Background: an optimization exercise with open tools, aiming at small area. Do not read the settings as production practice. In this exercise RTL edits were held to simulation tests only and were not proved equivalent to the original. Power and IR drop assume default switching activity.

File: flow/constraint.sdc
create_clock -name core_clock -period 14.0 [get_ports {clk}]
set_input_delay 2.8000 -clock core_clock [delete_from_list [all_inputs] [get_ports {clk}]]
set_output_delay 2.8000 -clock core_clock [all_outputs]
set_load 0.01 [all_outputs]
File: flow/run.sh
#!/bin/bash
# synth_recipe.tcl (not shown) runs the flow's synth.tcl, then flattens the netlist and writes it again
# the make line also repeats each setting of config.mk as NAME=value (left out here)
make -C /OpenROAD-flow-scripts/flow DESIGN_CONFIG=/design/flow/config.mk WORK_HOME=/design/flow/orfs CLKGATE_MAP_FILE= SYNTH_SCRIPT=/design/flow/synth_recipe.tcl finish
File: flow/design.v
module ALU(input [31:0] a, input [31:0] b,
	input sel_add, input sel_neg, input sel_and, input sel_xor, input sel_diff,
	input sel_shr, input sel_shl, input arith,
	input [31:0] mem, input sel_mem, input [31:0] nxt, input sel_nxt,
	output [31:0] sum, output carry, output [31:0] out);
	wire [31:0] neg, sh, sh_rev;
	wire [4:0] idx;
	wire none;
	alu_add add(.a(a), .b(b), .sum(sum), .carry(carry));
	alu_neg ng(.b(b), .neg(neg));
	wire [31:0] x = a ^ b;
	wire [31:0] y = a & b;
	alu_diff df(.x(x), .idx(idx), .none(none));
	wire dn = sel_diff & none;
	wire fill = arith & a[31];
	wire big = |b[31:5];
	alu_shift shf(.a(a), .amt(b[4:0]), .left(sel_shl), .fill(fill), .sh(sh), .sh_rev(sh_rev));
	wire shr_n = sel_shr & ~big;
	wire shl_n = sel_shl & ~big;
	wire sh_big = sel_shr & big & fill;
	wire hi_one = dn | sh_big;
	wire n_sh_big = ~sh_big;
	genvar i;
	generate
		for (i = 0; i < 32; i = i + 1) begin : o
			wire l0, l1, l2;
			alu_aoi222 u0(.a1(sum[i]), .a2(sel_add), .b1(neg[i]), .b2(sel_neg), .c1(y[i]), .c2(sel_and), .y(l0));
			alu_aoi222 u1(.a1(x[i]), .a2(sel_xor), .b1(sh[i]), .b2(shr_n), .c1(sh_rev[i]), .c2(shl_n), .y(l1));
			if (i < 5) begin : lo
				wire l3;
				alu_aoi222 u2(.a1(mem[i]), .a2(sel_mem), .b1(nxt[i]), .b2(sel_nxt), .c1(idx[i]), .c2(sel_diff), .y(l2));
				alu_nand4 n(.a(l0), .b(l1), .c(l2), .d(n_sh_big), .y(out[i]));
			end else begin : hi
				alu_aoi222 u2(.a1(mem[i]), .a2(sel_mem), .b1(nxt[i]), .b2(sel_nxt), .c1(hi_one), .c2(1'b1), .y(l2));
				alu_nand3 n(.a(l0), .b(l1), .c(l2), .y(out[i]));
			end
		end
	endgenerate
endmodule
module alu_add(input [31:0] a, input [31:0] b, output [31:0] sum, output carry);
	genvar i, k;
	wire [4:0] cb;
	generate
		for (k = 0; k < 4; k = k + 1) begin : blk
			wire [8:0] c;
			wire [7:0] h;
			wire [8:0] pre;
			assign pre[0] = 1'b1;
			alu_ha h0(.a(a[8*k]), .b(b[8*k]), .s(h[0]), .co(c[1]));
			for (i = 1; i < 8; i = i + 1) begin : fa
				alu_fa f(.a(a[8*k+i]), .b(b[8*k+i]), .ci(c[i]), .s(h[i]), .co(c[i+1]));
			end
			for (i = 0; i < 8; i = i + 1) begin : pr
				assign pre[i+1] = pre[i] & h[i];
			end
			if (k == 0) begin : b0
				assign sum[7:0] = h;
				assign cb[1] = c[8];
			end else begin : bk
				assign sum[8*k +: 8] = h ^ ({8{cb[k]}} & pre[7:0]);
				assign cb[k+1] = c[8] | (cb[k] & pre[8]);
			end
		end
	endgenerate
	assign carry = cb[4];
endmodule
module alu_fa(input a, input b, input ci, output s, output co);
	assign s = a ^ b ^ ci;
	assign co = (a & b) | (ci & (a ^ b));
endmodule
module alu_ha(input a, input b, output s, output co);
	assign s = a ^ b;
	assign co = a & b;
endmodule
module alu_neg(input [31:0] b, output [31:0] neg);
	wire [32:0] lo_or;
	assign lo_or[0] = 1'b0;
	genvar i;
	generate
		for (i = 0; i < 32; i = i + 1) begin : ng
			assign lo_or[i+1] = lo_or[i] | b[i];
		end
	endgenerate
	assign neg = b ^ lo_or[31:0];
endmodule
module alu_diff(input [31:0] x, output [4:0] idx, output none);
	wire [15:0] any0, i0;
	wire [7:0] any1;
	wire [1:0] i1 [0:7];
	wire [3:0] any2;
	wire [2:0] i2 [0:3];
	wire [1:0] any3;
	wire [3:0] i3 [0:1];
	genvar p;
	generate
		for (p = 0; p < 16; p = p + 1) begin : l0
			assign any0[p] = x[2*p] | x[2*p+1];
			assign i0[p] = ~x[2*p];
		end
		for (p = 0; p < 8; p = p + 1) begin : l1
			assign any1[p] = any0[2*p] | any0[2*p+1];
			assign i1[p] = {~any0[2*p], any0[2*p] ? i0[2*p] : i0[2*p+1]};
		end
		for (p = 0; p < 4; p = p + 1) begin : l2
			assign any2[p] = any1[2*p] | any1[2*p+1];
			assign i2[p] = {~any1[2*p], any1[2*p] ? i1[2*p] : i1[2*p+1]};
		end
		for (p = 0; p < 2; p = p + 1) begin : l3
			assign any3[p] = any2[2*p] | any2[2*p+1];
			assign i3[p] = {~any2[2*p], any2[2*p] ? i2[2*p] : i2[2*p+1]};
		end
	endgenerate
	assign idx = {~any3[0], any3[0] ? i3[0] : i3[1]};
	assign none = ~(any3[0] | any3[1]);
endmodule
module alu_shift(input [31:0] a, input [4:0] amt, input left, input fill,
	output [31:0] sh, output [31:0] sh_rev);
	genvar i, k;
	wire [31:0] lv [0:5];
	wire fp = fill;
	wire fn = ~fill;
	generate
		for (i = 0; i < 32; i = i + 1) begin : in
			alu_mx2i m(.d0(a[i]), .d1(a[31-i]), .s(left), .y(lv[0][i]));
			assign sh_rev[i] = sh[31-i];
		end
		for (k = 0; k < 5; k = k + 1) begin : lvl
			for (i = 0; i < 32; i = i + 1) begin : b
				if (i + (1 << k) < 32) begin : m
					alu_mx2i m(.d0(lv[k][i]), .d1(lv[k][i + (1 << k)]), .s(amt[k]), .y(lv[k+1][i]));
				end else begin : f
					alu_mx2i m(.d0(lv[k][i]), .d1((k % 2) ? fp : fn), .s(amt[k]), .y(lv[k+1][i]));
				end
			end
		end
	endgenerate
	assign sh = lv[5];
endmodule
module alu_mx2i(input d0, input d1, input s, output y);
	assign y = ~(s ? d1 : d0);
endmodule
module alu_aoi222(input a1, input a2, input b1, input b2, input c1, input c2, output y);
	assign y = ~((a1 & a2) | (b1 & b2) | (c1 & c2));
endmodule
module alu_nand3(input a, input b, input c, output y);
	assign y = ~(a & b & c);
endmodule
module alu_nand4(input a, input b, input c, input d, output y);
	assign y = ~(a & b & c & d);
endmodule
module PC_unit(input clk, input rst, input hold, input take_rs, input take_abs,
	input take_rel, input [31:0] rs, input [25:0] target,
	output reg [31:0] pc, output [31:0] next);
	genvar i;
	wire [32:0] ic;
	assign next[0] = ~pc[0];
	assign ic[1] = pc[0];
	generate
		for (i = 1; i < 32; i = i + 1) begin : inc
			alu_ha h(.a(pc[i]), .b(ic[i]), .s(next[i]), .co(ic[i+1]));
		end
	endgenerate
	wire [31:0] rel;
	wire [21:0] c;
	assign rel[0] = ~(pc[0] ^ target[0]);
	assign c[1] = pc[0] | target[0];
	generate
		for (i = 1; i < 21; i = i + 1) begin : ra
			alu_fa f(.a(pc[i]), .b(target[i]), .ci(c[i]), .s(rel[i]), .co(c[i+1]));
		end
	endgenerate
	wire [10:0] hi = pc[31:21];
	wire [11:0] up, dn;
	assign up[0] = 1'b1;
	assign dn[0] = 1'b1;
	generate
		for (i = 0; i < 11; i = i + 1) begin : ud
			assign up[i+1] = up[i] & hi[i];
			assign dn[i+1] = dn[i] & ~hi[i];
		end
	endgenerate
	wire s = target[20];
	wire do_up = ~s & c[21];
	wire do_dn = s & ~c[21];
	assign rel[31:21] = hi ^ ({11{do_up}} & up[10:0]) ^ ({11{do_dn}} & dn[10:0]);
	wire s_hold = ~rst & hold;
	wire s_rs   = ~rst & ~hold & take_rs;
	wire s_abs  = ~rst & ~hold & take_abs;
	wire s_rel  = ~rst & ~hold & take_rel;
	wire s_next = ~rst & ~hold & ~take_rs & ~take_abs & ~take_rel;
	wire s_nxab = s_next | s_abs;
	wire [31:0] pc_n;
	generate
		for (i = 0; i < 32; i = i + 1) begin : m
			wire l0, n3;
			alu_aoi222 a(.a1(pc[i]), .a2(s_hold), .b1(rs[i]), .b2(s_rs), .c1(rel[i]), .c2(s_rel), .y(l0));
			if (i < 26) begin : lo
				wire n4;
				alu_nand2 t(.a(target[i]), .b(s_abs), .y(n3));
				alu_nand2 n(.a(next[i]), .b(s_next), .y(n4));
				alu_nand3 o(.a(l0), .b(n3), .c(n4), .y(pc_n[i]));
			end else begin : hi
				alu_nand2 n(.a(next[i]), .b(s_nxab), .y(n3));
				alu_nand2 o(.a(l0), .b(n3), .y(pc_n[i]));
			end
		end
	endgenerate
	always @(posedge clk)
		pc <= pc_n;
endmodule
module alu_nand2(input a, input b, output y);
	assign y = ~(a & b);
endmodule
module reg_file(input clk, input rst, input [4:0] rs_add, input [4:0] rt_add,
	input we, input [4:0] w_add, input [31:0] wd,
	output [31:0] rs_data, output [31:0] rt_data);
	wire [1023:0] flat;
	wire [31:0] wsel = 32'd1 << w_add;
	genvar i, j;
	generate
		for (i = 0; i < 32; i = i + 1) begin : r
			reg [31:0] q;
			wire e = rst | (we & wsel[i]);
			wire ne = ~e;
			wire [31:0] d;
			for (j = 0; j < 32; j = j + 1) begin : h
				rf_hold u(.wd(wd[j]), .e(e), .q(q[j]), .ne(ne), .d(d[j]));
			end
			always @(posedge clk)
				q <= d;
			assign flat[i*32 +: 32] = q;
		end
	endgenerate
	wire [31:0] rs_sel = 32'd1 << rs_add;
	wire [31:0] rt_sel = 32'd1 << rt_add;
	generate
		for (j = 0; j < 32; j = j + 1) begin : b
			wire [31:0] col;
			for (i = 0; i < 32; i = i + 1) begin : c
				assign col[i] = flat[i*32 + j];
			end
			rf_rd rd_s(.d(col), .s(rs_sel), .y(rs_data[j]));
			rf_rd rd_t(.d(col), .s(rt_sel), .y(rt_data[j]));
		end
	endgenerate
endmodule
module rf_rd(input [31:0] d, input [31:0] s, output y);
	wire [11:0] t;
	genvar i;
	generate
		for (i = 0; i < 10; i = i + 1) begin : g
			rf_aoi222 u(.a1(d[3*i]), .a2(s[3*i]), .b1(d[3*i+1]), .b2(s[3*i+1]),
				.c1(d[3*i+2]), .c2(s[3*i+2]), .y(t[i]));
		end
	endgenerate
	rf_nand2 u10(.a(d[30]), .b(s[30]), .y(t[10]));
	rf_nand2 u11(.a(d[31]), .b(s[31]), .y(t[11]));
	assign y = ~&t;
endmodule
module rf_aoi222(input a1, input a2, input b1, input b2, input c1, input c2, output y);
	assign y = ~((a1 & a2) | (b1 & b2) | (c1 & c2));
endmodule
module rf_nand2(input a, input b, output y);
	assign y = ~(a & b);
endmodule
module rf_hold(input wd, input e, input q, input ne, output d);
	assign d = (wd & e) | (q & ne);
endmodule
module RISCy_CPU(input clk, input rst,
	output [11:0] imem_addr, input [31:0] imem_rdata,
	output [11:0] dmem_addr, output [31:0] dmem_wdata, output dmem_we, input [31:0] dmem_rdata);
	wire [31:0] ins = imem_rdata;
	wire [5:0] op = ins[31:26];
	wire [3:0] fn = ins[3:0];
	wire [4:0] rs_a = ins[25:21];
	wire [4:0] rt_a = ins[20:16];
	wire op_r    = ~op[4] & ~op[3];               
	wire op_imm  = op[5] & op[4];                 
	wire op_sw   = op_imm & ~op[1] & ~op[0];      
	wire op_lw   = op_imm & ~op[1] & op[0];       
	wire op_neg  = op_imm & op[1] & ~op[0];       
	wire op_addi = op_imm & op[1] & op[0];        
	wire op_halt = op[5] & ~op[4];                
	wire op_b    = ~op[5] & op[3];                
	wire op_grp  = ~op[5] & op[4];                
	wire op_br   = op_grp & (op[2:0] == 3'd0);    
	wire op_bltz = op_grp & (op[2:0] == 3'd1);    
	wire op_bz   = op_grp & (op[2:0] == 3'd2);    
	wire op_bnz  = op_grp & (op[2:0] == 3'd3);    
	wire op_call = op_grp & (op[2:0] == 3'd4);    
	wire op_bcy  = op_grp & (op[2:0] == 3'd5);    
	wire op_bncy = op_grp & (op[2:0] == 3'd6);    
	wire f_add  = (fn == 4'd1);
	wire f_neg  = (fn == 4'd2);
	wire f_and  = (fn == 4'd3);
	wire f_xor  = (fn == 4'd4);
	wire f_diff = (fn == 4'd5);
	wire f_sham = (fn == 4'd6) | (fn == 4'd7) | (fn == 4'd10);
	wire f_shl  = (fn == 4'd6) | (fn == 4'd8);
	wire f_shr  = (fn == 4'd7) | (fn == 4'd9) | (fn == 4'd10) | (fn == 4'd11);
	wire f_ari  = (fn == 4'd10) | (fn == 4'd11);
	wire [31:0] rs_d, rt_d;
	wire nr = ~rst;
	reg C;
	wire [31:0] b = op_imm ? {{16{ins[15]}}, ins[15:0]} :
	                (op_r & f_sham) ? {22'd0, ins[15:6]} : rt_d;
	wire [31:0] sum, alu_out;
	wire carry;
	ALU alu(.a(rs_d), .b(b),
		.sel_add(nr & (op_addi | (op_r & f_add))), .sel_neg(nr & (op_neg | (op_r & f_neg))),
		.sel_and(nr & op_r & f_and), .sel_xor(nr & op_r & f_xor), .sel_diff(nr & op_r & f_diff),
		.sel_shr(nr & op_r & f_shr), .sel_shl(nr & op_r & f_shl), .arith(f_ari),
		.mem(dmem_rdata), .sel_mem(nr & op_lw), .nxt(next), .sel_nxt(nr & op_call),
		.sum(sum), .carry(carry), .out(alu_out));
	always @(posedge clk)
		if (rst) C <= 1'b0;
		else C <= carry;
	wire [31:0] pc, next;
	wire rs_zero = ~|rs_d;
	wire take_abs = op_b | op_call | (op_bcy & C) | (op_bncy & ~C);
	wire take_rel = (op_bltz & rs_d[31]) | (op_bz & rs_zero) | (op_bnz & ~rs_zero);
	PC_unit pcu(.clk(clk), .rst(rst), .hold(op_halt), .take_rs(op_br),
		.take_abs(take_abs), .take_rel(take_rel), .rs(rs_d), .target(ins[25:0]),
		.pc(pc), .next(next));
	wire we = op_r | op_neg | op_addi | op_lw | op_call;
	wire [4:0] w_add = op_lw ? rt_a : op_call ? 5'd31 : rs_a;
	wire [31:0] wd = alu_out;
	reg_file rf(.clk(clk), .rst(rst), .rs_add(rs_a), .rt_add(rt_a),
		.we(we), .w_add(w_add), .wd(wd), .rs_data(rs_d), .rt_data(rt_d));
	assign imem_addr = pc[11:0];
	assign dmem_addr = sum[11:0];
	assign dmem_wdata = rt_d;
	assign dmem_we = op_sw & ~rst;
endmodule
File: flow/config.mk
export PLATFORM = sky130hd
export DESIGN_NAME = RISCy_CPU
export DESIGN_NICKNAME = RISCy_CPU
export VERILOG_FILES = /design/flow/design.v
export SDC_FILE = /design/flow/constraint.sdc
export NUM_CORES = 4
export LEC_CHECK = 0
export CAP_MARGIN = 20
export CORE_MARGIN = 2
export CORE_UTILIZATION = 40
export CTS_CLUSTER_DIAMETER = 100
export CTS_CLUSTER_SIZE = 25
export SLEW_MARGIN = 20
export SYNTH_HIERARCHICAL = 1
==> results of run 1 <==
per-layer routing:
metal  vias to the layer above  share of wire  routed length (µm)
li1                      19800              -                   -
met1                     24000           0.37               92600
met2                      4239           0.40              100000
met3                       733           0.15               37400
met4                        22          0.074               18400
met5                         -         0.0014                 348
state kept, by name (all words and copies together) (netlist names):
name,count
C,1
pcu.pc,32
rf.r.q,1024
logic make-up after synthesis:
group / share of synthesized area
other: 0.0000778
XOR/XNOR: 0.00618
multiplexers: 0.0430
buffers and inverters: 0.0133
AO/OA/AOI/OAI: 0.366
AND/OR/NAND/NOR: 0.0861
flip-flops: 0.439
adder cells (fa/ha/maj): 0.0464
layout make-up:
cell class,count,area [µm²]
diodes,10,25.0
clock buffers,53,1330
clock inverters,10,186
fillers,11100,64500
inverters,45,169
multi-input cells,3127,27600
flip-flops and latches,1057,21200
well taps,1612,2020
repair buffers,318,2830
worst max-delay path by stage:
stage / from / to / depth (start not counted)
floorplan: imem_rdata[18] / rf.r[0].q[31] / 43
global placement: imem_rdata[0] / pcu.pc[31] / 30
detailed placement: imem_rdata[0] / pcu.pc[30] / 30
CTS: imem_rdata[19] / dmem_addr[9] / 20
global route: imem_rdata[19] / dmem_addr[11] / 20
finish: imem_rdata[19] / dmem_addr[9] / 20
Yosys stat by module, one instance, submodules excluded, excerpt:
module,times used,flip-flops and latches,cells inside,area [µm²]
alu_add,1,0,55,438
RISCy_CPU,1,1,144,967
alu_nand2,64,0,1,3.75
alu_shift,1,0,33,244
rf_hold,1024,0,1,8.76
alu_aoi222,128,0,1,10.0
reg_file,1,1024,1215,21500
ALU,1,0,52,524
alu_diff,1,0,57,349
alu_neg,1,0,63,508
rf_nand2,128,0,1,3.75
alu_ha,35,0,1,12.5
cell usage after synthesis (14+ instances only):
master,instances
a222oi_1,768
o21ai_0,17
nor4_1,14
mux2i_1,207
nand3_1,62
clkbuf_1,21
fa_1,48
ha_1,102
xnor2_1,21
buf_4,37
nand2_1,234
nand4_1,203
a21o_1,45
inv_1,45
a21oi_1,43
nor2_1,95
or3_1,67
a22o_1,1024
dfxtp_1,1057
power by group:
| part | internal [mW] | leakage [nW] | switching (mW) |
|---|---|---|---|
| registers | 3.19 | 8.59 | 0.153 |
| clock network | 0.706 | 0.735 | 1.09 |
| logic | 0.386 | 11.2 | 0.759 |
| total | 4.28 | 20.5 | 2.00 |
==> results.yml, run 1 <==
clock_network:
  clk_latency_ns: 0.73
  cts_root_buf: "clkbuf_16"
  post_cts_buffers: 0
  cts.path.max_buffers: 3
  cts_tree: "done"
  holdBufCountCts: 0
  clock-sinks: 1057
  cts_buffers: 52
  ctsHtreeMaxLevel: 2
  cts_resized: 0
  clk_pin_slew_worst_paths_ns: 0.09
logic_synthesis:
  yosys_warnings: 11
  synth_cell_types: 82
  synth.top_cell.area_share: 0.439
  yosysSeqAreaShare: 0.439
  synth.cell_area_um2: 48200
  synthArstFlopShare: 0
  synth-edff-count: 0
  synthTopCellsByArea: "dfxtp_1 44%, a22o_1 19%, a222oi_1 16%"
  yosysTopAreaCell: "dfxtp_1"
  synth_cells: 4279
  synth_ff_type: "dfxtp_1"
  ys_ff_latch: 1057
  avgSynthCellArea_um2: 11.3
sta:
  fin_ws_ns: 0.837
  slew_headroom: 0.216
  setup_viol: 0
  slew_viol_final: 0
  holdWs_ns: 0.510
  final_hold_viol_count: 0
  finalCriticalPeriod_ns: 13.16
  fin_tns_setup_ns: 0
  fin_crit_sh: 0.940
  fmax_ghz: 0.0760
  clock_skew_ns: 0.0514
  worst_slew_pin_slew_ns: 1.17
  rsz0062_at_grt: "no"
global_route:
  grt_pass1_vias: 43900
  top_usage_layer: "met2"
  antenna_found_initial: 23
  met2_usage: 0.542
  grt_max_degree: 43
  grt-ovfl-total: 0
  grt_util_met3: 0.142
  track_usage: 0.383
  grt_util_met1: 0.489
  grt_first_pass_wirelength_um: 343000
setup_path:
  cp_top_family: "adder cells"
  worst_path_most_repeated_cell: "fa_1"
  cp_num_buf_inv: 4
  max_stage_delay_ns: 0.74
  critPathLaunchType: "input port"
  reg2reg_from: "pcu.pc[0]"
  cpMaxStageDelayCell: "clkdlybuf4s50_1"
  endpoint_kind: "output pin"
  worstPathArrival_ns: 10.36
  timing.rr.end: "pcu.pc[28]"
  path_cells: "clkdlybuf4s50_1 -> nand2b_1 -> buf_4 -> nor2_4 -> a222oi_1 -> nand4_1 -> or3_1 -> mux2i_1 -> o21ai_4 -> buf_4 -> fa_1 -> fa_1 -> fa_1 -> fa_1 -> fa_1 -> fa_1 -> fa_1 -> ha_1 -> xor2_1 -> clkdlybuf4s50_1"
  worstRegToRegCells: 29
  ff2ff_setup_slack_ns: 3.49
  worstPathRequired_ns: 11.20
  crit_type: "in2out"
  crit_fanout: 34
drt:
  postRouteAntennaNets: 0
  drt-initial-drc-count: 12800
  routed-via-count: 48800
  routed_wl_um: 249000
  firstDrtPassIters: 15
  drc: 0
  wl_per_cell_um: 39.9
  viasPerCell: 7.82
finish:
  mostFrequentLayoutCells: "1057 x dfxtp_1, 1024 x a22o_1, 768 x a222oi_1"
  fin_nets: 4817
  layout_commonest_cell: "dfxtp_1"
  utilization: 0.461
  syn_to_final_growth_pct: 14.7
  fin_area_um2: 55300
  drive_gt1_frac: 0.0946
  final_cells: 6232
hold_path:
  min_to: "rf.r[31].q[20]"
  hold_depth: 1
  hp-start: "rf.r[31].q[20]"
  hold_class: "reg2reg"
run_status:
  status: "timing/DRC/antenna clean"
die:
  ios: 123
  die_width_um: 351
  rows: 127
  die-area_um2: 123000
  initial_utilization: 0.402
  die_h_um: 351
  core_area_um2: 120000
placed_design:
  hpwl_um: 159000
  placed_cells: 6152
  placed_cell_area_um2: 53600
  portBuffers: 122
  pre_cts_ws_ns: 0.756
  globalplace.congestion: 1.05
power:
  p_total_mw: 6.28
  leakagePower_nw: 20.5
  ir_drop_v: 0.000106
  power.density_nw_per_um2: 114
run:
  cap_violations: 0
==> inputs of run 2 (changes only) <==
==> flow/flow/run.sh (new file) <==
#!/bin/bash
# The standard layout (the standard.sh: ORFS with the standard synthesis)
# with two changes, passed to ORFS through its environment variables:
#  - port buffers use the smallest buffer cell (buf_1) instead of ORFS's
#    default choice; every input and output port still gets its buffer;
#  - clock tree synthesis clusters sinks by size 25 / diameter 100 um and
#    inserts no dummy loads.
# make's full output goes to make.log in this folder; ORFS writes each
# tool's own log under orfs/logs/.
set -euo pipefail
export BUFFER_PORTS_ARGS="-buffer_cell sky130_fd_sc_hd__buf_1"
export CTS_ARGS="-sink_clustering_enable -repair_clock_nets -sink_clustering_size 25 -sink_clustering_max_diameter 100 -dont_use_dummy_load"
bash standard.sh > make.log 2>&1
==> flow/standard.sh (new file) <==
#!/bin/bash
# synth_recipe.tcl (not shown) runs the flow's synth.tcl, then flattens the netlist and writes it again
# the make line also repeats each setting of config.mk as NAME=value (left out here)
make -C /OpenROAD-flow-scripts/flow DESIGN_CONFIG=/design/flow/config.mk WORK_HOME=/design/flow/orfs CLKGATE_MAP_FILE= SYNTH_SCRIPT=/design/flow/synth_recipe.tcl "${@:-finish}"
removed: flow/run.sh
==> results.yml, run 2 <==
run_status:
  status: "timing/DRC/antenna clean"
drt:
  routed-via-count: 49000
  viasPerCell: 7.86
  firstDrtPassIters: 14
  routed_wl_um: 249000
  drt-initial-drc-count: 12800
  wl_per_cell_um: 40.0
  drc: 0
  postRouteAntennaNets: 0
setup_path:
  crit_type: "in2out"
  worstPathArrival_ns: 10.04
  worstPathRequired_ns: 11.20
  critPathLaunchType: "input port"
  crit_fanout: 35
  endpoint_kind: "output pin"
clock_network:
  cts_resized: 0
  cts.path.max_buffers: 3
  clock-sinks: 1057
  holdBufCountCts: 0
  cts_tree: "done"
  clk_pin_slew_worst_paths_ns: 0.10
  clk_latency_ns: 0.72
  cts_buffers: 51
  cts_root_buf: "clkbuf_16"
  post_cts_buffers: 0
  ctsHtreeMaxLevel: 2
die:
  initial_utilization: 0.402
  rows: 127
  die_width_um: 351
  core_area_um2: 120000
  ios: 123
  die-area_um2: 123000
  die_h_um: 351
sta:
  setup_viol: 0
  fmax_ghz: 0.0779
  slew_viol_final: 0
  slew_headroom: 0.173
  worst_slew_pin_slew_ns: 1.23
  clock_skew_ns: 0.0840
  fin_crit_sh: 0.917
  finalCriticalPeriod_ns: 12.84
  final_hold_viol_count: 0
  holdWs_ns: 0.507
  rsz0062_at_grt: "no"
  fin_tns_setup_ns: 0
global_route:
  grt_first_pass_wirelength_um: 345000
  grt_pass1_vias: 44700
  grt-ovfl-total: 0
  grt_max_degree: 39
  antenna_found_initial: 27
  track_usage: 0.384
finish:
  syn_to_final_growth_pct: 12.8
  largest_reg_flops: 1024
  fin_nets: 4834
  largest_register: "rf.r.q"
  utilization: 0.454
  multi_input_area_um2: 27600
  mostFrequentLayoutCells: "1057 x dfxtp_1, 1024 x a22o_1, 768 x a222oi_1"
  fin_area_um2: 54400
  regArea_um2: 21200
  drive_gt1_frac: 0.0958
  reg_top3: "rf.r.q (1024), pcu.pc (32), C (1)"
  layout_commonest_cell: "dfxtp_1"
  nFillCells: 11200
logic_synthesis:
  synthTopCellsByCount: "1057 x dfxtp_1, 1024 x a22o_1, 768 x a222oi_1"
  synth_top_family_by_area: "compound AO/OA/AOI/OAI gates"
  synth_compound_area_frac: 0.366
  ys_ff_latch: 1057
  avgSynthCellArea_um2: 11.3
  synth_ff_type: "dfxtp_1"
  yosysSeqAreaShare: 0.439
  yosysTopAreaCell: "dfxtp_1"
  synthMuxAreaShare: 0.0430
  synth.top_cell.area_share: 0.439
  synth_cell_types: 82
  synth-edff-count: 0
  yosys.area_share.adder: 0.0464
  synth_simple_gate_area_frac: 0.0861
  synth.cell_area_um2: 48200
  yosysMostFrequentCell: "dfxtp_1"
  synthTopCellsByArea: "dfxtp_1 44%, a22o_1 19%, a222oi_1 16%"
  synth_cells: 4279
  yosys_warnings: 11
  synthArstFlopShare: 0
  synthXorXnorAreaFrac: 0.00618
power:
  power.density_nw_per_um2: 113
  ir_drop_v: 0.0000992
  p_total_mw: 6.13
  leakagePower_nw: 20.1
placed_design:
  globalplace.congestion: 1.03
  portBuffers: 122
  hpwl_um: 159000
  placed_cell_area_um2: 53000
hold_path:
  hold_class: "reg2reg"
run:
  cap_violations: 0
## run 2: cell counts after synthesis
No cell type changed its count.
## run 2: metrics by stage
step / setup WS (ns) / cells
after global routing: 0.968 / 6232
after floorplan: 0.00643 / 4305
after detailed placement: 0.890 / 6175
after CTS: 1.43 / 6226
final: 1.16 / 6239
after global placement: 0.910 / 6173
## run 2: path summary, 6_finish.rpt
check / cells after the start / from / slack [ns] / to
max: 20 / imem_rdata[18] / 1.16 / dmem_addr[9]
min: 1 / rf.r[21].q[23] / 0.51 / rf.r[21].q[23]
max reg2reg: 29 / pcu.pc[0] / 3.46 / pcu.pc[29]
min reg2reg: 1 / rf.r[21].q[23] / 0.51 / rf.r[21].q[23]
## run 2: report_power, final
group	switching [mW]	total, mW	internal, mW
registers	0.152	3.34	3.19
clock network	1.02	1.67	0.651
logic	0.764	1.12	0.356
## run 2: cells by family after synthesis
logic type	Yosys count
other cells	1
xor+xnor	34
fa+ha+maj	150
buf+inv	121
compound gates	1935
flops	1057
mux	207
simple gates	774
## run 2: Yosys stat by module, one instance, submodules excluded, excerpt
module | copies in the design | flops+latches
PC_unit | 1 | 32
alu_diff | 1 | 0
alu_fa | 48 | 0
alu_mx2i | 192 | 0
alu_nand3 | 53 | 0
alu_nand4 | 5 | 0
alu_neg | 1 | 0
alu_shift | 1 | 0
reg_file | 1 | 1024
## run 2: cell type report
| cell class | count | share of cell area |
|---|---|---|
| well taps | 1612 | 0.0371 |
| diodes | 11 | 0.000506 |
| repair buffers | 336 | 0.0395 |
| flip-flops and latches | 1057 | 0.389 |
| clock buffers | 51 | 0.0235 |
| multi-input cells | 3127 | 0.507 |
| inverters | 45 | 0.00311 |
## run 2: per-layer routing
| layer | vias up | share of wire | global-route usage |
|---|---|---|---|
| met1 | 24000 | 0.37 | 0.484 |
| met5 | - | 0.00071 | 0.00157 |
| met4 | 26 | 0.078 | 0.261 |
| met3 | 849 | 0.15 | 0.145 |
| met2 | 4338 | 0.40 | 0.542 |
| li1 | 19800 | - | - |
## run 2: critical path, cell delays in order
cell	delay, ns
buf_1	0.25
nand2b_1	0.64
nor2_2	0.39
a222oi_1	0.40
nand4_1	0.30
or3_1	0.44
mux2i_1	0.26
o21ai_4	0.08
buf_4	0.34
ha_1	0.27
fa_1	0.39
fa_1	0.44
fa_1	0.41
fa_1	0.41
fa_1	0.43
fa_1	0.39
fa_1	0.44
ha_1	0.24
xor2_1	0.24
buf_1	0.45
==> inputs of run 3 (changes only) <==
--- a/flow/config.mk
+++ b/flow/config.mk
@@ -7,8 +7,6 @@
 export LEC_CHECK = 0
 export CAP_MARGIN = 20
 export CORE_MARGIN = 2
-export CORE_UTILIZATION = 40
-export CTS_CLUSTER_DIAMETER = 100
-export CTS_CLUSTER_SIZE = 25
+export CORE_UTILIZATION = 55
 export SLEW_MARGIN = 20
 export SYNTH_HIERARCHICAL = 1
==> results.yml, run 3 <==
clock_network:
  cts_resized: 0
  cts_buffers: 50
  post_cts_buffers: 0
  cts_tree: "done"
  holdBufCountCts: 0
  clk_pin_slew_worst_paths_ns: 0.04
  clock-sinks: 1057
  ctsHtreeMaxLevel: 2
  clk_latency_ns: 0.72
  cts_root_buf: "clkbuf_16"
  cts.path.max_buffers: 3
sta:
  final_hold_viol_count: 0
  finalCriticalPeriod_ns: 12.83
  holdWs_ns: 0.504
  rsz0062_at_grt: "no"
  setup_viol: 0
  fin_tns_setup_ns: 0
  fmax_ghz: 0.0779
  worst_slew_pin_slew_ns: 1.20
  slew_viol_final: 0
  clock_skew_ns: 0.0886
  slew_headroom: 0.196
  fin_crit_sh: 0.916
  fin_ws_ns: 1.17
global_route:
  grt_max_degree: 40
  antenna_found_initial: 60
  grt-ovfl-total: 0
  track_usage: 0.493
  grt_first_pass_wirelength_um: 326000
  grt_pass1_vias: 44200
drt:
  wl_per_cell_um: 40.5
  routed-via-count: 49100
  firstDrtPassIters: 19
  dr.max_layer_used: "met5"
  postRouteAntennaNets: 0
  viasPerCell: 8.50
  m1WireLength_um: 81600
  drt-initial-drc-count: 13500
  dr_wl_met2_um: 94000
  routed_wl_um: 234000
  route.met3.wl_um: 39900
  drc: 0
die:
  die_width_um: 300
  die-area_um2: 90000
  core_area_um2: 86800
  initial_utilization: 0.556
  rows: 108
  die_h_um: 300
  ios: 123
finish:
  utilization: 0.619
  syn_to_final_growth_pct: 11.4
  largest_reg_flops: 1024
  final_cells: 5777
  fin_nets: 4812
  reg_top3: "rf.r.q (1024), pcu.pc (32), C (1)"
  mostFrequentLayoutCells: "1057 x dfxtp_1, 1024 x a22o_1, 768 x a222oi_1"
  nFillCells: 7186
  largest_register: "rf.r.q"
  layout_commonest_cell: "dfxtp_1"
  drive_gt1_frac: 0.0912
logic_synthesis:
  synth.top_cell.area_share: 0.439
  synth-edff-count: 0
  yosysMostFrequentCell: "dfxtp_1"
  avgSynthCellArea_um2: 11.3
  synth_cells: 4279
  synth.cell_area_um2: 48200
  yosysSeqAreaShare: 0.439
  ys_ff_latch: 1057
  synth_ff_type: "dfxtp_1"
  yosys_warnings: 11
  yosysTopAreaCell: "dfxtp_1"
  synth_cell_types: 82
  synthTopCellsByCount: "1057 x dfxtp_1, 1024 x a22o_1, 768 x a222oi_1"
  synthTopCellsByArea: "dfxtp_1 44%, a22o_1 19%, a222oi_1 16%"
  synthArstFlopShare: 0
setup_path:
  critPathLaunchType: "input port"
  worst_path_most_repeated_cell: "fa_1"
  crit_type: "in2out"
  worstPathArrival_ns: 10.03
  worstPathRequired_ns: 11.20
  endpoint_kind: "output pin"
  cpMaxStageDelayCell: "nand2b_1"
  max_stage_delay_ns: 0.73
  path_cells: "buf_1 -> nand2b_1 -> nor2_4 -> a222oi_1 -> nand4_1 -> or3_1 -> mux2i_1 -> o21ai_4 -> buf_4 -> ha_1 -> fa_1 -> fa_1 -> fa_1 -> fa_1 -> fa_1 -> fa_1 -> fa_1 -> ha_1 -> xor2_1 -> buf_1"
  crit_fanout: 35
power:
  pwr-share-comb: 0.178
  ir_drop_v: 0.000128
  p_clk_frac: 0.270
  p_int_mw: 4.17
  seqPwrFrac: 0.552
  leakagePower_nw: 20.0
  power.density_nw_per_um2: 113
  switching_share: 0.311
  netSwitchingPower_mw: 1.88
run_status:
  status: "timing/DRC/antenna clean"
placed_design:
  globalplace.congestion: 1.03
  portBuffers: 122
  hpwl_um: 151000
  placed_cells: 5693
  pre_cts_ws_ns: 0.966
hold_path:
  hold_class: "reg2reg"
run:
  cap_violations: 0
[run 3: cell types whose count changed in the layout (fill, tap and decap cells not counted), sizes merged]
cell	delta
buf	-21
diode	+17
clkbuf	-1
[run 3: layer usage]
layer  up-vias  track usage
li1      19800            -
met1     23700        0.612
met2      4636        0.688
met3       914        0.218
met4        62        0.325
met5         -            0
[run 3: power groups by stage]
stage | Sequential [mW] | Clock [mW] | Combinational (mW)
3_3_place_gp | 3.39 | 0 | 0.997
2_1_floorplan | 3.36 | 0 | 0.608
3_5_place_dp | 3.39 | 0 | 1.01
4_1_cts | 3.33 | 1.62 | 1.01
5_1_grt | 3.36 | 1.73 | 1.10
6_report | 3.34 | 1.64 | 1.08
[run 3: Yosys stat by module, one instance, submodules excluded, a selection]
| module | cells inside | times used |
|---|---|---|
| ALU | 52 | 1 |
| alu_mx2i | 1 | 192 |
| alu_nand2 | 1 | 64 |
| alu_nand4 | 1 | 5 |
| alu_neg | 63 | 1 |
| reg_file | 1215 | 1 |
| rf_rd | 4 | 64 |
[run 3: worst paths after layout]
| path | slack (ns) | from | endpoint | cells past startpoint |
|---|---|---|---|---|
| setup / recovery | 1.17 | imem_rdata[18] | dmem_addr[9] | 20 |
| hold / removal | 0.50 | rf.r[31].q[18] | rf.r[31].q[18] | 1 |
| setup reg to reg | 3.50 | pcu.pc[0] | pcu.pc[30] | 29 |
| hold reg to reg | 0.50 | rf.r[31].q[18] | rf.r[31].q[18] | 1 |
[run 3: logic make-up after synthesis]
group,synth area share
buffers and inverters,0.0133
xor gates and xnor gates,0.00618
adders and majority gates,0.0464
muxes,0.0430
DFF,0.439
AOI/OAI and AO/OA,0.366
and+or+nand+nor,0.0861
other,0.0000778
[run 3: area by class of cell]
| type | count | area [µm²] | area share |
|---|---|---|---|
| tap | 1155 | 1450 | 0.0269 |
| timing repair buffer | 315 | 2030 | 0.0378 |
| inverter | 45 | 169 | 0.00314 |
| clock buffer | 50 | 1250 | 0.0233 |
| antenna | 28 | 70.1 | 0.00130 |
| sequential | 1057 | 21200 | 0.394 |
| multi-input combinational | 3127 | 27600 | 0.514 |
[run 3: through the flow]
stage | power [mW] | instance area, µm²
final | 6.05 | 53700
after global placement | 4.39 | 52200
after global routing | 6.18 | 53700
after detailed placement | 4.40 | 52200
after floorplan | 3.97 | 48300
after CTS | 5.96 | 53500
[run 3: worst max-delay path, delay by kind of cell]
kind            cells  cell delay [ns]
compound gates      2             0.59
xor+xnor            1             0.25
fa+ha+maj           9             3.33
buf+inv             3             0.89
mux                 1             0.29
simple gates        4             1.83
==> inputs of run 4 (changes only) <==
--- a/flow/design.v
+++ b/flow/design.v
@@ -31,7 +31,7 @@
 				alu_aoi222 u2(.a1(mem[i]), .a2(sel_mem), .b1(nxt[i]), .b2(sel_nxt), .c1(idx[i]), .c2(sel_diff), .y(l2));
 				alu_nand4 n(.a(l0), .b(l1), .c(l2), .d(n_sh_big), .y(out[i]));
 			end else begin : hi
-				alu_aoi222 u2(.a1(mem[i]), .a2(sel_mem), .b1(nxt[i]), .b2(sel_nxt), .c1(hi_one), .c2(1'b1), .y(l2));
+				alu_aoi222 u2(.a1(mem[i]), .a2(sel_mem), .b1(nxt[i]), .b2(sel_nxt), .c1(hi_one), .c2(hi_one), .y(l2));
 				alu_nand3 n(.a(l0), .b(l1), .c(l2), .y(out[i]));
 			end
 		end
--- a/flow/config.mk
+++ b/flow/config.mk
@@ -5,8 +5,8 @@
 export SDC_FILE = /design/flow/constraint.sdc
 export NUM_CORES = 4
 export LEC_CHECK = 0
-export CAP_MARGIN = 20
+export CAP_MARGIN = 10
 export CORE_MARGIN = 2
 export CORE_UTILIZATION = 55
-export SLEW_MARGIN = 20
+export SLEW_MARGIN = 10
 export SYNTH_HIERARCHICAL = 1
==> results.yml, run 4 <==
logic_synthesis:
  ys_ff_latch: 1057
  yosys_warnings: 11
  synth-edff-count: 0
  synthTopCellsByCount: "1057 x dfxtp_1, 1024 x a22o_1, 768 x a222oi_1"
  synth_ff_type: "dfxtp_1"
  yosysMostFrequentCell: "dfxtp_1"
  synth_cell_types: 81
  yosysSeqAreaShare: 0.439
  yosysTopAreaCell: "dfxtp_1"
  synth.cell_area_um2: 48200
  synth.top_cell.area_share: 0.439
  synth_cells: 4278
  synthTopCellsByArea: "dfxtp_1 44%, a22o_1 19%, a222oi_1 16%"
  avgSynthCellArea_um2: 11.3
  synthArstFlopShare: 0
sta:
  setup_viol: 0
  slew_viol_final: 0
  worst_slew_pin_slew_ns: 1.39
  fin_tns_setup_ns: 0
  slew_headroom: 0.0706
  rsz0062_at_grt: "no"
  finalCriticalPeriod_ns: 12.79
  clock_skew_ns: 0.101
  fin_crit_sh: 0.913
  final_hold_viol_count: 0
  fmax_ghz: 0.0782
run_status:
  status: "timing/DRC/antenna clean"
setup_path:
  crit_type: "in2reg"
  max_stage_delay_ns: 0.81
  cp_num_buf_inv: 2
  cp_top_family: "adder cells"
  endpoint_kind: "register"
  worstPathArrival_ns: 13.35
  critPathLaunchType: "input port"
  cpMaxStageDelayCell: "nand3_2"
  crit_fanout: 32
  worst_path_most_repeated_cell: "ha_1"
  worstPathRequired_ns: 14.56
drt:
  postRouteAntennaNets: 0
  routed-via-count: 50500
  viasPerCell: 8.79
  firstDrtPassIters: 17
  routed_wl_um: 245000
  drt-initial-drc-count: 14600
  wl_per_cell_um: 42.6
  drc: 0
clock_network:
  post_cts_buffers: 0
  clk_pin_slew_worst_paths_ns: 0.10
  cts_buffers: 49
  cts_tree: "done"
  ctsHtreeMaxLevel: 2
  clk_latency_ns: 0.71
  cts.path.max_buffers: 3
  cts_root_buf: "clkbuf_16"
  clock-sinks: 1057
  cts_resized: 0
  holdBufCountCts: 0
power:
  p_clk_frac: 0.268
  leakagePower_nw: 19.9
  pwr-share-comb: 0.181
  power.density_nw_per_um2: 114
  switching_share: 0.316
  netSwitchingPower_mw: 1.92
  seqPwrFrac: 0.551
  p_int_mw: 4.16
  p_total_mw: 6.07
  ir_drop_v: 0.000125
die:
  core_area_um2: 86800
  initial_utilization: 0.556
  ios: 123
  die_width_um: 300
  rows: 108
  die_h_um: 300
  die-area_um2: 90000
global_route:
  track_usage: 0.517
  grt_first_pass_wirelength_um: 339000
  grt_max_degree: 39
  antenna_found_initial: 60
  grt-ovfl-total: 0
  grt_pass1_vias: 44700
finish:
  largest_reg_flops: 1024
  reg_top3: "rf.r.q (1024), pcu.pc (32), C (1)"
  layout_commonest_cell: "dfxtp_1"
  final_cells: 5750
  drive_gt1_frac: 0.0899
  largest_register: "rf.r.q"
  nFillCells: 7205
  syn_to_final_growth_pct: 10.9
  fin_nets: 4778
  mostFrequentLayoutCells: "1057 x dfxtp_1, 1024 x a22o_1, 768 x a222oi_1"
  utilization: 0.616
placed_design:
  hpwl_um: 153000
  globalplace.congestion: 1.04
  placed_cells: 5665
  portBuffers: 122
run:
  cap_violations: 0
hold_path:
  hold_class: "reg2reg"
[run 4: changes by cell type in the layout (fill, tap and decap cells not counted), sizes merged]
cell and change:
diode +7, buf -6, conb -27, clkbuf -1
[run 4: path summary, 6_finish.rpt]
kind | slack [ns] | start | cells past startpoint | to
max reg2reg | 3.60 | pcu.pc[0] | 29 | pcu.pc[31]
min reg2reg | 0.51 | rf.r[15].q[9] | 1 | rf.r[15].q[9]
min | 0.51 | rf.r[15].q[9] | 1 | rf.r[15].q[9]
max | 1.21 | imem_rdata[20] | 43 | rf.r[28].q[31]
[run 4: cells by family (layout without fill, tap and decap cells)]
family	count (synthesis)	after routing	share of synthesized area
buffers and inverters	121	403	0.0133
xor gates and xnor gates	34	34	0.00618
other	0	35	0
muxes	207	207	0.0430
DFF	1057	1057	0.439
AOI/OAI and AO/OA	1935	1935	0.366
and+or+nand+nor	774	774	0.0861
adders and majority gates	150	150	0.0464
[run 4: cell type report]
| type | count | area, µm² | area share |
|---|---|---|---|
| timing repair buffer | 309 | 1880 | 0.0351 |
| sequential | 1057 | 21200 | 0.396 |
| antenna | 35 | 87.6 | 0.00164 |
| clock buffer | 49 | 1230 | 0.0229 |
| inverter | 45 | 169 | 0.00316 |
| multi-input combinational | 3100 | 27500 | 0.514 |
| tap | 1155 | 1450 | 0.0270 |
[run 4: metrics by stage]
stage	hold WS [ns]	area [µm²]	setup WS (ns)
2_1_floorplan	0.464	48200	0.00640
3_3_place_gp	0.477	52100	1.13
3_5_place_dp	0.476	52100	0.957
4_1_cts	0.509	53300	1.57
5_1_grt	0.521	53400	1.07
6_report	0.512	53400	1.21
[run 4: worst register-to-register path, delay by kind of cell, from the launching register on]
kind                       cells  cell delay, ns
and+or+nand+nor                3            0.96
DFF                            1            0.35
buffers and inverters          2            0.17
AOI/OAI and AO/OA              2            0.49
xor gates and xnor gates       1            0.17
adders and majority gates     21            8.14
[run 4: power by group through the flow]
| stage | clock [mW] | combinational, mW | sequential (mW) |
|---|---|---|---|
| 6_report | 1.63 | 1.10 | 3.34 |
| 5_1_grt | 1.71 | 1.11 | 3.36 |
| 4_1_cts | 1.61 | 1.02 | 3.33 |
| 3_5_place_dp | 0 | 1.02 | 3.40 |
| 3_3_place_gp | 0 | 1.01 | 3.40 |
| 2_1_floorplan | 0 | 0.605 | 3.36 |
[run 4: modules after synthesis (local to each module, per instance), excerpt]
module / cell area [µm²] / copies in the design
alu_aoi222: 10.0 / 128
reg_file: 21500 / 1
ALU: 520 / 1
alu_ha: 12.5 / 35
alu_add: 438 / 1
alu_mx2i: 10.0 / 192
RISCy_CPU: 967 / 1
alu_nand2: 3.75 / 64
rf_aoi222: 10.0 / 640
alu_fa: 20.0 / 48
alu_diff: 349 / 1
[run 4: routing by layer]
layer | GRT usage | vias to the layer above | part of all wire
met5 | 0.00847 | - | 0.0019
met4 | 0.361 | 58 | 0.086
met3 | 0.260 | 1180 | 0.18
met2 | 0.680 | 5274 | 0.38
met1 | 0.650 | 24300 | 0.35
li1 | - | 19700 | -
==> inputs of run 5 (changes only) <==
--- a/flow/config.mk
+++ b/flow/config.mk
@@ -5,8 +5,8 @@
 export SDC_FILE = /design/flow/constraint.sdc
 export NUM_CORES = 4
 export LEC_CHECK = 0
-export CAP_MARGIN = 10
+export CAP_MARGIN = 5
 export CORE_MARGIN = 2
 export CORE_UTILIZATION = 55
-export SLEW_MARGIN = 10
+export SLEW_MARGIN = 5
 export SYNTH_HIERARCHICAL = 1
==> results.yml, run 5 <==
run_status:
  status: "timing/DRC/antenna clean"
power:
  ir_drop_v: 0.000126
  leakagePower_nw: 19.8
  power.density_nw_per_um2: 114
sta:
  fmax_ghz: 0.0788
  slew_headroom: 0.0655
  slew_viol_final: 0
  fin_crit_sh: 0.907
  worst_slew_pin_slew_ns: 1.40
  rsz0062_at_grt: "no"
  final_hold_viol_count: 0
  clock_skew_ns: 0.102
  setup_viol: 0
  fin_tns_setup_ns: 0
  finalCriticalPeriod_ns: 12.69
global_route:
  grt_max_degree: 39
  grt-ovfl-total: 0
  grt_first_pass_wirelength_um: 339000
  track_usage: 0.517
  antenna_found_initial: 60
  grt_pass1_vias: 44700
logic_synthesis:
  synth_cell_types: 81
  synth.top_cell.area_share: 0.439
  avgSynthCellArea_um2: 11.3
  synth.cell_area_um2: 48200
  synthTopCellsByArea: "dfxtp_1 44%, a22o_1 19%, a222oi_1 16%"
  synth_ff_type: "dfxtp_1"
  yosysMostFrequentCell: "dfxtp_1"
  yosysTopAreaCell: "dfxtp_1"
  synthTopCellsByCount: "1057 x dfxtp_1, 1024 x a22o_1, 768 x a222oi_1"
  synthArstFlopShare: 0
  yosys_warnings: 11
  synth_cells: 4278
  synth-edff-count: 0
  yosysSeqAreaShare: 0.439
  ys_ff_latch: 1057
finish:
  final_cells: 5750
  reg_top3: "rf.r.q (1024), pcu.pc (32), C (1)"
  mostFrequentLayoutCells: "1057 x dfxtp_1, 1024 x a22o_1, 768 x a222oi_1"
  layout_commonest_cell: "dfxtp_1"
  drive_gt1_frac: 0.0897
  largest_register: "rf.r.q"
  fin_nets: 4777
  syn_to_final_growth_pct: 10.8
  largest_reg_flops: 1024
clock_network:
  cts_root_buf: "clkbuf_16"
  clk_latency_ns: 0.71
  ctsHtreeMaxLevel: 2
  clk_pin_slew_worst_paths_ns: 0.10
  holdBufCountCts: 0
  clock-sinks: 1057
  cts.path.max_buffers: 3
  cts_buffers: 49
  cts_tree: "done"
  post_cts_buffers: 0
  cts_resized: 0
placed_design:
  globalplace.congestion: 1.04
  portBuffers: 122
  placed_cells: 5665
  hpwl_um: 153000
drt:
  routed-via-count: 50700
  drc: 0
  postRouteAntennaNets: 0
  wl_per_cell_um: 42.7
  viasPerCell: 8.81
  drt-initial-drc-count: 14800
  firstDrtPassIters: 17
  routed_wl_um: 245000
die:
  die_h_um: 300
  initial_utilization: 0.556
  rows: 108
  ios: 123
  die-area_um2: 90000
  core_area_um2: 86800
  die_width_um: 300
setup_path:
  crit_type: "in2reg"
  max_stage_delay_ns: 0.83
  reg2reg_from: "pcu.pc[0]"
  timing.rr.end: "pcu.pc[31]"
  crit_fanout: 32
  worstPathRequired_ns: 14.56
  worst_path_most_repeated_cell: "ha_1"
  endpoint_kind: "register"
  worstRegToRegCells: 29
  ff2ff_setup_slack_ns: 3.57
  worstPathArrival_ns: 13.25
  critPathLaunchType: "input port"
  cpMaxStageDelayCell: "nand3_2"
hold_path:
  hp-start: "rf.r[18].q[22]"
  hold_class: "reg2reg"
  hold_depth: 1
  min_to: "rf.r[18].q[22]"
run:
  cap_violations: 0
==> run 5: changes by cell type in the layout (fill, tap and decap cells not counted), sizes merged <==
| cell | delta |
|---|---|
| buf | -1 |
| diode | +1 |
==> run 5: where the power goes <==
| group | switching (mW) | internal (mW) | leakage [nW] |
|---|---|---|---|
| combinational | 0.755 | 0.345 | 10.7 |
| sequential | 0.160 | 3.18 | 8.59 |
| clock | 1.01 | 0.627 | 0.604 |
| total | 1.92 | 4.16 | 19.8 |
==> run 5: cell type report <==
cell class | instances | area, µm²
sequential | 1057 | 21200
multi-input combinational | 3100 | 27500
fill | 7202 | 33300
antenna | 36 | 90.1
inverter | 45 | 169
timing repair buffer | 308 | 1860
tap | 1155 | 1450
clock buffer | 49 | 1230
==> run 5: per-module statistics from Yosys, one instance, submodules excluded, a selection <==
module / flops+latches / times used
rf_aoi222: 0 / 640
alu_nand2: 0 / 64
rf_rd: 0 / 64
alu_diff: 0 / 1
alu_mx2i: 0 / 192
alu_aoi222: 0 / 128
alu_ha: 0 / 35
ALU: 0 / 1
alu_add: 0 / 1
RISCy_CPU: 1 / 1
alu_nand3: 0 / 53
alu_fa: 0 / 48
PC_unit: 32 / 1
rf_nand2: 0 / 128
==> run 5: cell families after synthesis <==
group,Yosys count,synth area share
AO/OA/AOI/OAI,1935,0.366
XOR/XNOR,34,0.00618
adder cells (fa/ha/maj),150,0.0464
buffers and inverters,121,0.0133
flip-flops,1057,0.439
multiplexers,207,0.0430
AND/OR/NAND/NOR,774,0.0861
==> run 5: routing by layer <==
layer	global-route usage	wire [µm]
met1	0.650	85300
met2	0.680	94200
met3	0.260	45100
met5	0.00847	497
met4	0.361	20400
==> run 5: worst max-delay path: cells and delay by family <==
family | cells | cell delay (ns)
AOI/OAI and AO/OA | 4 | 1.66
xor gates and xnor gates | 1 | 0.12
and+or+nand+nor | 5 | 2.68
buffers and inverters | 3 | 0.93
adders and majority gates | 26 | 4.78
muxes | 1 | 0.19
==> run 5: worst max path at each step <==
stage	start	slack [ns]	end
after floorplan	imem_rdata[18]	0.006	rf.r[0].q[31]
after global placement	imem_rdata[20]	1.13	rf.r[8].q[31]
after detailed placement	imem_rdata[20]	0.96	rf.r[28].q[31]
after CTS	imem_rdata[18]	1.57	dmem_addr[9]
after global routing	imem_rdata[20]	1.07	rf.r[28].q[31]
final	imem_rdata[16]	1.31	rf.r[28].q[31]
==> run 5: through the flow <==
step	total power [mW]	util	area, µm²	hold WS (ns)	setup WS (ns)
after CTS	5.96	0.615	53300	0.509	1.57
after global placement	4.41	0.601	52100	0.477	1.13
after floorplan	3.96	-	48200	0.464	0.00640
after detailed placement	4.42	0.601	52100	0.476	0.957
final	6.08	0.616	53400	0.508	1.31
after global routing	6.18	0.615	53400	0.521	1.07
==> inputs of run 6 (changes only) <==
--- a/flow/config.mk
+++ b/flow/config.mk
@@ -7,6 +7,7 @@
 export LEC_CHECK = 0
 export CAP_MARGIN = 5
 export CORE_MARGIN = 2
-export CORE_UTILIZATION = 55
+export CORE_UTILIZATION = 60
+export PLACE_DENSITY = 0.7
 export SLEW_MARGIN = 5
 export SYNTH_HIERARCHICAL = 1
==> results.yml, run 6 <==
finish:
  fin_area_um2: 53100
  fin_nets: 4759
  nFillCells: 6342
  mostFrequentLayoutCells: "1057 x dfxtp_1, 1024 x a22o_1, 768 x a222oi_1"
  multi_input_area_um2: 27400
  regArea_um2: 21200
  layout_commonest_cell: "dfxtp_1"
  largest_register: "rf.r.q"
  reg_top3: "rf.r.q (1024), pcu.pc (32), C (1)"
  drive_gt1_frac: 0.0854
  syn_to_final_growth_pct: 10.1
  largest_reg_flops: 1024
logic_synthesis:
  yosysMostFrequentCell: "dfxtp_1"
  yosys_warnings: 11
  synth_top_family_by_area: "compound AO/OA/AOI/OAI gates"
  synthXorXnorAreaFrac: 0.00618
  synth_compound_area_frac: 0.366
  synth-edff-count: 0
  yosysTopAreaCell: "dfxtp_1"
  synthMuxAreaShare: 0.0430
  synth_ff_type: "dfxtp_1"
  synth_cells: 4278
  synthArstFlopShare: 0
  yosysSeqAreaShare: 0.439
  synth_simple_gate_area_frac: 0.0861
  ys_ff_latch: 1057
  synth.cell_area_um2: 48200
  synthTopCellsByArea: "dfxtp_1 44%, a22o_1 19%, a222oi_1 16%"
  avgSynthCellArea_um2: 11.3
  synth_cell_types: 81
  synth.top_cell.area_share: 0.439
  yosys.area_share.adder: 0.0464
  synthTopCellsByCount: "1057 x dfxtp_1, 1024 x a22o_1, 768 x a222oi_1"
clock_network:
  clk_latency_ns: 0.69
  cts_resized: 0
  cts.path.max_buffers: 3
  ctsHtreeMaxLevel: 2
  holdBufCountCts: 0
  cts_buffers: 49
  post_cts_buffers: 0
  clock-sinks: 1057
  clk_pin_slew_worst_paths_ns: 0.10
  cts_tree: "done"
  cts_root_buf: "clkbuf_16"
die:
  die-area_um2: 82600
  ios: 123
  die_width_um: 287
  initial_utilization: 0.608
  core_area_um2: 79300
  rows: 103
  die_h_um: 287
sta:
  setup_viol: 0
  holdWs_ns: 0.505
  final_hold_viol_count: 0
  finalCriticalPeriod_ns: 12.84
  slew_headroom: -0.00703
  slew_viol_final: 33
  fmax_ghz: 0.0779
  fin_crit_sh: 0.917
  fin_tns_setup_ns: 0
  rsz0062_at_grt: "no"
  fin_ws_ns: 1.16
  worst_slew_pin_slew_ns: 1.51
  clock_skew_ns: 0.124
placed_design:
  hpwl_um: 148000
  portBuffers: 122
  globalplace.congestion: 1.05
  pre_cts_ws_ns: 0.897
  placed_cell_area_um2: 51800
power:
  seqPwrFrac: 0.555
  pwr-share-comb: 0.179
  netSwitchingPower_mw: 1.87
  p_clk_frac: 0.267
  leakagePower_nw: 19.7
  ir_drop_v: 0.000108
  switching_share: 0.311
  power.density_nw_per_um2: 114
  p_int_mw: 4.15
global_route:
  grt_pass1_vias: 45400
  grt_max_degree: 39
  track_usage: 0.538
  grt-ovfl-total: 0
  grt_first_pass_wirelength_um: 328000
  antenna_found_initial: 40
drt:
  drc: 0
  postRouteAntennaNets: 0
  routed-via-count: 50400
  route.met3.wl_um: 43200
  wl_per_cell_um: 41.7
  firstDrtPassIters: 17
  dr_wl_met2_um: 90900
  routed_wl_um: 234000
  m1WireLength_um: 78400
  viasPerCell: 8.96
  dr.max_layer_used: "met5"
  drt-initial-drc-count: 14500
setup_path:
  worst_path_most_repeated_cell: "ha_1"
  reg2reg_from: "pcu.pc[0]"
  cpMaxStageDelayCell: "nand3_2"
  endpoint_kind: "register"
  timing.rr.end: "pcu.pc[30]"
  worstPathArrival_ns: 13.36
  crit_type: "in2reg"
  crit_start: "imem_rdata[20]"
  crit_fanout: 32
  worstRegToRegCells: 29
  max_stage_delay_ns: 0.79
  critPathLaunchType: "input port"
  endpoint: "rf.r[19].q[30]"
  worstPathRequired_ns: 14.52
  ff2ff_setup_slack_ns: 3.50
run:
  cap_violations: 1
hold_path:
  hold_class: "reg2reg"
run_status:
  status: "complete, but fails checks"
  so.violations: "max-capacitance violations, max-slew violations"
[run 6: worst max-delay path: cells and delay by family]
kind	cells	cell delay (ns)
muxes	1	0.20
AOI/OAI and AO/OA	4	1.12
adders and majority gates	29	5.38
buffers and inverters	3	1.05
and+or+nand+nor	5	2.75
[run 6: metrics by stage]
step / util / power, mW / std cells
after detailed placement: 0.653 / 4.40 / 5542
after global placement: 0.653 / 4.38 / 5542
after floorplan: - / 3.96 / 4278
after CTS: 0.669 / 5.92 / 5591
after global routing: 0.669 / 6.13 / 5593
final: 0.670 / 6.03 / 5623
[run 6: cell families after synthesis]
kind of cell               after synthesis
buffers and inverters                  121
DFF                                   1057
muxes                                  207
AOI/OAI and AO/OA                     1935
and+or+nand+nor                        774
xor gates and xnor gates                34
adders and majority gates              150
[run 6: worst min-delay path by stage]
stage | startpoint | to | slack (ns) | cells after the start
after floorplan | rf.r[0].q[0] | rf.r[0].q[0] | 0.46 | 1
after global placement | rf.r[24].q[8] | rf.r[24].q[8] | 0.48 | 1
after detailed placement | rf.r[9].q[26] | rf.r[9].q[26] | 0.48 | 1
after CTS | rf.r[26].q[17] | rf.r[26].q[17] | 0.50 | 1
after global routing | rf.r[25].q[19] | rf.r[25].q[19] | 0.52 | 1
final | rf.r[31].q[22] | rf.r[31].q[22] | 0.50 | 1
[run 6: per-module statistics from Yosys, one instance, submodules excluded, a selection]
module | area, µm² | cells | times used
alu_add | 438 | 55 | 1
PC_unit | 1040 | 87 | 1
reg_file | 21500 | 1215 | 1
alu_diff | 349 | 57 | 1
alu_nand2 | 3.75 | 1 | 64
alu_shift | 244 | 33 | 1
rf_rd | 25.0 | 4 | 64
alu_mx2i | 10.0 | 1 | 192
alu_nand3 | 5.00 | 1 | 53
ALU | 520 | 51 | 1
alu_ha | 12.5 | 1 | 35
rf_nand2 | 3.75 | 1 | 128
[run 6: metal layers]
layer	vias to the layer above	GRT usage
met5	-	0.00698
met4	38	0.376
met3	1257	0.256
met2	5541	0.729
met1	23900	0.667
li1	19700	-
[run 6: layout make-up]
cell class	instances	share of cell area
Multi-Input combinational cell	3100	0.516
Sequential cell	1057	0.399
Timing Repair Buffer	290	0.0324
Tap cell	1050	0.0247
Clock buffer	49	0.0231
Inverter	45	0.00318
Antenna cell	32	0.00151
[run 6: power by group through the flow]
stage / Clock [mW] / Combinational [mW] / Sequential, mW
after floorplan: 0 / 0.605 / 3.36
after global placement: 0 / 0.990 / 3.39
after detailed placement: 0 / 1.00 / 3.39
after CTS: 1.58 / 1.01 / 3.33
after global routing: 1.69 / 1.09 / 3.36
final: 1.61 / 1.08 / 3.34
==> inputs of run 7 (changes only) <==
==> flow/flow/run.sh (replaced) <==
#!/bin/bash
# The standard layout (the standard.sh: ORFS with the standard synthesis)
# with these changes, passed to ORFS through its environment variables:
#  - port buffers use the smallest buffer cell (buf_1) instead of ORFS's
#    default choice; every input and output port still gets its buffer;
#  - clock tree synthesis clusters sinks by size 25 / diameter 100 um and
#    inserts no dummy loads;
#  - after global routing, ORFS's power recovery downsizes gates on paths
#    with positive slack (RECOVER_POWER).
# make's full output goes to make.log in this folder; ORFS writes each
# tool's own log under orfs/logs/.
set -euo pipefail
export BUFFER_PORTS_ARGS="-buffer_cell sky130_fd_sc_hd__buf_1"
export CTS_ARGS="-sink_clustering_enable -repair_clock_nets -sink_clustering_size 25 -sink_clustering_max_diameter 100 -dont_use_dummy_load"
export RECOVER_POWER=100
bash standard.sh > make.log 2>&1
==> flow/config.mk (replaced) <==
export PLATFORM = sky130hd
export DESIGN_NAME = RISCy_CPU
export DESIGN_NICKNAME = RISCy_CPU
export VERILOG_FILES = /design/flow/design.v
export SDC_FILE = /design/flow/constraint.sdc
export NUM_CORES = 4
export LEC_CHECK = 0
export CAP_MARGIN = 20
export CORE_MARGIN = 2
export CORE_UTILIZATION = 40
export SLEW_MARGIN = 20
export SYNTH_HIERARCHICAL = 1
==> results.yml, run 7 <==
power:
  seqPwrFrac: 0.549
  leakagePower_nw: 19.8
  power.density_nw_per_um2: 113
  pwr-share-comb: 0.182
  p_clk_frac: 0.269
  ir_drop_v: 0.000104
  netSwitchingPower_mw: 1.91
  p_int_mw: 4.17
  p_total_mw: 6.09
  switching_share: 0.314
die:
  rows: 127
  core_area_um2: 120000
  die_width_um: 351
  die-area_um2: 123000
  die_h_um: 351
  ios: 123
  initial_utilization: 0.402
logic_synthesis:
  synthArstFlopShare: 0
  synth_ff_type: "dfxtp_1"
  yosysTopAreaCell: "dfxtp_1"
  avgSynthCellArea_um2: 11.3
  synth_cell_types: 81
  synth-edff-count: 0
  synthXorXnorAreaFrac: 0.00618
  yosysSeqAreaShare: 0.439
  yosys_warnings: 11
  synth_compound_area_frac: 0.366
  yosysMostFrequentCell: "dfxtp_1"
  synthMuxAreaShare: 0.0430
  yosys.area_share.adder: 0.0464
  synth.cell_area_um2: 48200
  synthTopCellsByCount: "1057 x dfxtp_1, 1024 x a22o_1, 768 x a222oi_1"
  synthTopCellsByArea: "dfxtp_1 44%, a22o_1 19%, a222oi_1 16%"
  ys_ff_latch: 1057
  synth.top_cell.area_share: 0.439
  synth_simple_gate_area_frac: 0.0861
  synth_top_family_by_area: "compound AO/OA/AOI/OAI gates"
  synth_cells: 4278
global_route:
  grt-ovfl-total: 0
  grt_max_degree: 49
  grt_pass1_vias: 44000
  grt_first_pass_wirelength_um: 346000
  track_usage: 0.386
  antenna_found_initial: 15
sta:
  final_hold_viol_count: 0
  fin_tns_setup_ns: 0
  setup_viol: 0
  rsz0062_at_grt: "no"
  fin_ws_ns: 0.444
  fin_crit_sh: 0.968
  slew_viol_final: 384
  fmax_ghz: 0.0738
  clock_skew_ns: 0.107
  holdWs_ns: 0.510
  finalCriticalPeriod_ns: 13.56
  worst_slew_pin_slew_ns: 2.56
  slew_headroom: -0.704
setup_path:
  path_cells: "clkbuf_1 -> nand2b_1 -> nor2_1 -> clkbuf_1 -> a222oi_1 -> nand4_1 -> or3_1 -> ha_1 -> nor4_1 -> nand4_1 -> nor4bb_1 -> nand2_1 -> nand4_1 -> a2bb2oi_4 -> clkbuf_1 -> a222oi_1 -> nand3_1 -> buf_4 -> a22o_1"
  max_stage_delay_ns: 1.43
  worstRegToRegCells: 29
  endpoint_kind: "register"
  cpMaxStageDelayCell: "clkbuf_1"
  cp_num_buf_inv: 4
  crit_fanout: 48
  worstPathArrival_ns: 14.22
  worstPathRequired_ns: 14.66
  cp.depth: 19
  critPathLaunchType: "input port"
  cp_top_family: "simple AND/OR/NAND/NOR gates"
  crit_type: "in2reg"
clock_network:
  cts.path.max_buffers: 3
  cts_tree: "done"
  clock-sinks: 1057
  cts_root_buf: "clkbuf_16"
  post_cts_buffers: 0
  ctsHtreeMaxLevel: 2
  holdBufCountCts: 0
  clk_pin_slew_worst_paths_ns: 0.10
  cts_buffers: 50
  clk_latency_ns: 0.72
  cts_resized: 0
finish:
  reg_top3: "rf.r.q (1024), pcu.pc (32), C (1)"
  mostFrequentLayoutCells: "1057 x dfxtp_1, 1024 x a22o_1, 768 x a222oi_1"
  largest_register: "rf.r.q"
  final_cells: 6191
  fin_area_um2: 54000
  utilization: 0.450
  fin_nets: 4785
  layout_commonest_cell: "dfxtp_1"
  syn_to_final_growth_pct: 12.0
  drive_gt1_frac: 0.0867
  largest_reg_flops: 1024
placed_design:
  portBuffers: 122
  placed_cell_area_um2: 52700
  placed_cells: 6124
  pre_cts_ws_ns: 0.941
  hpwl_um: 162000
  globalplace.congestion: 1.06
hold_path:
  hold_depth: 1
  hold_class: "reg2reg"
run_status:
  status: "complete, but fails checks"
  so.violations: "max-capacitance violations, max-slew violations"
drt:
  firstDrtPassIters: 17
  routed_wl_um: 250000
  routed-via-count: 48700
  drt-initial-drc-count: 13000
  drc: 0
  viasPerCell: 7.87
  postRouteAntennaNets: 0
  wl_per_cell_um: 40.3
run:
  cap_violations: 14
==> run 7: final cells by class <==
class,instances,area [µm²]
clock buffer,50,1250
timing repair buffer,315,1900
antenna,12,30.0
inverter,45,169
sequential,1057,21200
multi-input combinational,3100,27500
tap,1612,2020
fill,11300,65800
==> run 7: per-module statistics from Yosys, one instance, submodules excluded, excerpt <==
module / copies in the design / cell area (µm²) / flops+latches / cells
alu_diff: 1 / 349 / 0 / 57
rf_nand2: 128 / 3.75 / 0 / 1
alu_fa: 48 / 20.0 / 0 / 1
reg_file: 1 / 21500 / 1024 / 1215
rf_aoi222: 640 / 10.0 / 0 / 1
ALU: 1 / 520 / 0 / 51
alu_add: 1 / 438 / 0 / 55
alu_mx2i: 192 / 10.0 / 0 / 1
alu_nand2: 64 / 3.75 / 0 / 1
alu_shift: 1 / 244 / 0 / 33
PC_unit: 1 / 1040 / 32 / 87
RISCy_CPU: 1 / 967 / 1 / 144
rf_hold: 1024 / 8.76 / 0 / 1
==> run 7: power by group through the flow <==
stage	clock network [mW]	logic, mW	registers [mW]
2_1_floorplan	0	0.605	3.36
3_3_place_gp	0	1.04	3.39
3_5_place_dp	0	1.05	3.39
4_1_cts	1.64	1.05	3.33
5_1_grt	1.74	1.13	3.36
6_report	1.64	1.11	3.34
==> run 7: cell families after synthesis <==
family,after synthesis
buf+inv,121
simple gates,774
xor+xnor,34
fa+ha+maj,150
mux,207
flops,1057
compound gates,1935
==> run 7: routing by layer <==
layer | GRT usage | vias to the layer above | routed length [µm]
li1 | - | 19700 | -
met1 | 0.492 | 24000 | 92300
met2 | 0.533 | 4202 | 98100
met3 | 0.148 | 784 | 38000
met4 | 0.265 | 10 | 21300
met5 | 0 | - | 59
==> run 7: worst paths after layout <==
| kind | startpoint | endpoint | slack, ns |
|---|---|---|---|
| worst min register to register | rf.r[27].q[2] | rf.r[27].q[2] | 0.51 |
| worst max-delay path | imem_rdata[25] | rf.r[27].q[11] | 0.44 |
| worst max register to register | pcu.pc[0] | pcu.pc[28] | 3.31 |
| worst min-delay path | rf.r[27].q[2] | rf.r[27].q[2] | 0.51 |

-- static timing again, ports no longer ideal --
The flow's constraints put no driver on any port. The routed layouts listed below were extracted and timed again, unchanged, in two steps. Step 1 (the two cells are an assumption about what drives the block):
set clk [get_ports {clk}]
set_driving_cell -lib_cell sky130_fd_sc_hd__clkbuf_16 $clk
set_driving_cell -lib_cell sky130_fd_sc_hd__buf_2 [delete_from_list [all_inputs] $clk]
Step 2 adds t to the input delays and takes it off the output delays; t is the mean of the earliest and latest rising clock arrival at the registers after step 1. Input paths then give back, and output paths get back, about the clock's delay inside the block. a / b / c = ideal / step 1 / step 2; a / b = the first two.
run	shift t [ns]	setup slack, ns	hold WS [ns]	worst setup path at the end	worst data-port slew with drivers (ns)
run 1	0.779	0.837 / 0.795 / 0.566	0.510 / 0.510 / 0.510	input to register	0.14
run 2	0.749	1.158 / 1.034 / 0.519	0.507 / 0.507 / 0.507	input to register	0.16
run 3	0.749	1.171 / 1.147 / 0.847	0.504 / 0.504 / 0.504	input to register	0.13
run 4	0.729	1.211 / 1.259 / 0.530	0.512 / 0.512 / 0.512	input to register	0.19
run 5	0.730	1.308 / 1.350 / 0.620	0.508 / 0.508 / 0.508	input to register	0.18
run 6	0.708	1.158 / 1.183 / 0.502	0.505 / 0.505 / 0.505	input to register	0.12
run 7	0.739	0.444 / 0.486 / -0.253	0.510 / 0.510 / 0.510	input to register	0.07
The setup slack of run 7, which loses most, moves by +0.042 ns with the drivers and by -0.697 ns with both steps.
